Source: an optimization exercise on an open RTL-to-GDS flow (aim: small area). Production flows keep margins and buffers that such runs may drop. At most, simulation tests tie the RTL to the original design; equivalence was not proved. Power figures rest on the tool's default switching activity, not on a simulated workload.

## all_mod
module all_mod(
input clk, rst, wr, rd,
input rx,
input [2:0] addr,
input [7:0] din,
output tx,
output [7:0] dout
);
Settings: LEC_CHECK=0, ABC_AREA=1, CAP_MARGIN=20, CORE_MARGIN=2, CORE_UTILIZATION=40, SLEW_MARGIN=20; clock period 10.0 ns.
run.sh (not shown) runs the stock make flow with config.mk's settings and CLKGATE_MAP_FILE= SYNTH_SCRIPT=/design/flow/synth_recipe.tcl, a recipe that flattens the netlist after the stock synthesis.
==> next run, changes <==
ABC_AREA = not set   (was 1)
Outcome:
- worst hold slack is about the same
- via count goes down by a few percent
- total power is higher slightly
- cell count came out lower by about a fifth
- final area is lower slightly
- clock skew goes down by 18 ps
- clock-buffer cell count fell by 5
- non-clock buffer count is higher by 5
- worst setup slack got worse by 470 ps
No functional check of the RTL was part of any run of this note.

* * *

== build 6 ==
Another version of the RTL of all_mod (not shown whole).
Size: roughly 1,000 cells after synthesis, roughly 410 flip-flops, about 25 I/O pins, ~17,000 um^2 of cells after synthesis.
==> flow/config.mk <==
export PLATFORM = sky130hd
export DESIGN_NAME = all_mod
export DESIGN_NICKNAME = all_mod
export VERILOG_FILES = /design/flow/design.v
export SDC_FILE = /design/flow/constraint.sdc
export NUM_CORES = 4
export LEC_CHECK = 0
export CAP_MARGIN = 20
export CORE_MARGIN = 2
export CORE_UTILIZATION = 40
export CTS_BUF_LIST = sky130_fd_sc_hd__clkbuf_2 sky130_fd_sc_hd__clkbuf_4
export CTS_CLUSTER_SIZE = 20
export SLEW_MARGIN = 20
==> flow/constraint.sdc <==
create_clock -name core_clock -period 10.0 [get_ports {clk}]
set_input_delay 2.0000 -clock core_clock [delete_from_list [all_inputs] [get_ports {clk}]]
set_output_delay 2.0000 -clock core_clock [all_outputs]
set_load 0.01 [all_outputs]
> inputs changed (build 6 -> build 4)
==> flow/flow/run.sh (new file) <==
#!/bin/bash
# Standard ORFS layout, with CTS told not to add dummy loads.
cat standard.sh > standard_sh_copy.log
cat config.mk > config_copy.log
export CTS_ARGS="-sink_clustering_enable -repair_clock_nets -dont_use_dummy_load -sink_clustering_size 20 -sink_clustering_max_diameter 60 -buf_list sky130_fd_sc_hd__clkbuf_8"
bash standard.sh > standard.log 2>&1
==> flow/standard.sh (new file) <==
#!/bin/bash
# synth_recipe.tcl (not shown) runs the flow's synth.tcl, then flattens the netlist and writes it again
# the make line also repeats each setting of config.mk as NAME=value (left out here)
make -C /OpenROAD-flow-scripts/flow DESIGN_CONFIG=/design/flow/config.mk WORK_HOME=/design/flow/orfs CLKGATE_MAP_FILE= SYNTH_SCRIPT=/design/flow/synth_recipe.tcl "${@:-finish}"
diff --git a/flow/config.mk b/flow/config.mk
--- a/flow/config.mk
+++ b/flow/config.mk
@@ -10,3 +10,4 @@
 export CORE_UTILIZATION = 40
-export CTS_BUF_LIST = sky130_fd_sc_hd__clkbuf_2 sky130_fd_sc_hd__clkbuf_4
+export CTS_BUF_LIST = sky130_fd_sc_hd__clkbuf_8
+export CTS_CLUSTER_DIAMETER = 60
 export CTS_CLUSTER_SIZE = 20
removed: flow/run.sh
--- outcome ---
- Build 4 finished every stage and its layout cleared the timing, DRC and antenna checks.
- Global-route usage was higher in the run labelled build 6.
- Between build 4 and build 6, the difference in portion of the layout cell area used by non-clock buffers is negligible.
- Sort build 4 and build 6 by cell count, descending, and build 6 comes first.
- Utilization sits lower in build 4 than in build 6.
- Between build 4 and build 6, the area growth from synthesis to layout is lower for build 4.
- Build 4 vs build 6: routed wire length on met3 down by more than 10%
- Any difference in sequential power between build 4 and build 6 is small enough to ignore.
- Build 4 reports a higher share of power burned in combinational logic than build 6 does.
Inputs modified between build 4 and build 62:
==> flow/run.sh (new file) <==
#!/bin/bash
# synth_recipe.tcl (not shown) runs the flow's synth.tcl, then flattens the netlist and writes it again
# the make line also repeats each setting of config.mk as NAME=value (left out here)
make -C /OpenROAD-flow-scripts/flow DESIGN_CONFIG=/design/flow/config.mk WORK_HOME=/design/flow/orfs CLKGATE_MAP_FILE= SYNTH_SCRIPT=/design/flow/synth_recipe.tcl finish
removed: flow/flow/run.sh
removed: flow/standard.sh
- Build 62 finished every step from synthesis to the final layout, and the layout passed the timing, DRC and antenna checks.
- Compared with build 4, build 62 shows a portion of total power attributed to combinational logic that is 1.1 points lower.
- Per the comparison of build 62 with build 4, layout overhead on the synthesized area now larger; multi-input gate share of total cell area went down; total power picked up an extra 6.5%; total length of routed wires climbed 290 um.
- Changes observed in build 62 relative to build 4: post-route cell area grew by 1.7%; final critical-path required period shrank by 0.015 ns; worst slew margin relative to its limit shrank by 1.9 points.
- Total via count in the routed design (lower): build 4
- On worst hold margin: between build 62 and build 4, it ends up lower for build 4.
- [build 62] met1 routed wirelength after detailed routing rose 200 um relative to build 4
Relative to build 62, the following input files were edited for build 17:
diff --git a/flow/config.mk b/flow/config.mk
--- a/flow/config.mk
+++ b/flow/config.mk
@@ -10,5 +10,3 @@
 export CORE_UTILIZATION = 40
-export CTS_BUF_LIST = sky130_fd_sc_hd__clkbuf_8
-export CTS_CLUSTER_DIAMETER = 60
-export CTS_CLUSTER_SIZE = 20
+export CTS_BUF_LIST = sky130_fd_sc_hd__clkbuf_4
 export SLEW_MARGIN = 20
Results
- Average wire per standard cell (higher): build 62
- Build 17 has headroom to the max-slew limit above what build 62 had.
- Re clock power share: build 17 is 8.7 points up on build 62.
- Between build 17 and build 62, it is build 17 whose worst setup slack is higher, by 0.096 ns.
- The global-route usage of build 17 is higher than that of build 62.
- When build 17 is measured against build 62, its via count turns out about 5.6% higher.
- Re area added between synthesis and finish: build 17 and build 62 aren't equal, and the higher value belongs to build 17.
- For the sequential share of layout area, build 17 came in 2.4 points lower than build 62 did.
- Against build 62, build 17 comes in 0.012 ns lower on final hold slack.
- Build 17 ends up with higher total power than build 62 does.
- Build 17 ended with more routed wire length than build 62.
Changes in build 65 relative to build 17:
==> flow/flow/run.sh (new file) <==
#!/bin/bash
# Standard ORFS layout, except: CTS adds no dummy loads, and the port
# buffers are the smallest buffer cell.
export CTS_ARGS="-sink_clustering_enable -repair_clock_nets -dont_use_dummy_load -sink_clustering_size 20 -sink_clustering_max_diameter 60 -buf_list sky130_fd_sc_hd__clkbuf_8"
export BUFFER_PORTS_ARGS="-buffer_cell sky130_fd_sc_hd__buf_1"
bash standard.sh > standard.log 2>&1
==> flow/standard.sh (new file) <==
#!/bin/bash
# synth_recipe.tcl (not shown) runs the flow's synth.tcl, then flattens the netlist and writes it again
# the make line also repeats each setting of config.mk as NAME=value (left out here)
make -C /OpenROAD-flow-scripts/flow DESIGN_CONFIG=/design/flow/config.mk WORK_HOME=/design/flow/orfs CLKGATE_MAP_FILE= SYNTH_SCRIPT=/design/flow/synth_recipe.tcl "${@:-finish}"
diff --git a/flow/config.mk b/flow/config.mk
--- a/flow/config.mk
+++ b/flow/config.mk
@@ -10,3 +10,5 @@
 export CORE_UTILIZATION = 40
-export CTS_BUF_LIST = sky130_fd_sc_hd__clkbuf_4
+export CTS_BUF_LIST = sky130_fd_sc_hd__clkbuf_8
+export CTS_CLUSTER_DIAMETER = 60
+export CTS_CLUSTER_SIZE = 20
 export SLEW_MARGIN = 20
removed: flow/run.sh
[summary]
Build 65 reached the final stage; the timing, DRC and antenna checks on its layout passed.
Taking build 17 as the reference, in build 65 worst setup slack after layout higher; worst slew margin relative to its limit lower; register-to-register setup slack higher.
Compared with build 17, in build 65 design area went down, total global-route track usage went down, clock power share went down, final critical-path required period went down.
In build 65, the starting DRC count in detailed routing came out 11 above the value in build 17.

[re-timing with driven ports]
The results above use ideal ports. As a check the final layouts listed here were re-extracted and re-timed, cells and wires unchanged. Step 1: set_driving_cell puts a clkbuf_16 on clk and a buf_2 on each other input, an assumption about the parent block. Step 2 times the ports against the registers' clock, not the clock port: input delays grow and output delays shrink by t, the midpoint of the rising clock arrivals with the driver on. a / b / c = ideal / step 1 / step 2; a / b = the first two.
run | shift t [ns] | setup WS [ns] | worst hold slack (ns)
the first run of note 1 | 0.626 | 5.369 / 5.396 / 4.770 | 0.372 / 0.372 / 0.372
the second run of note 1 | 0.617 | 4.895 / 4.914 / 4.296 | 0.373 / 0.373 / 0.373
build 6 | 0.849 | 4.699 / 4.701 / 3.852 | 0.367 / 0.367 / 0.367
build 4 | 0.652 | 4.588 / 4.582 / 3.930 | 0.359 / 0.359 / 0.359
build 62 | 0.687 | 4.603 / 4.599 / 3.912 | 0.379 / 0.379 / 0.379
build 17 | 0.849 | 4.699 / 4.701 / 3.852 | 0.367 / 0.367 / 0.367
build 65 | 0.670 | 5.626 / 5.620 / 4.950 | 0.379 / 0.379 / 0.379
After both steps setup and hold are still met in every run listed.
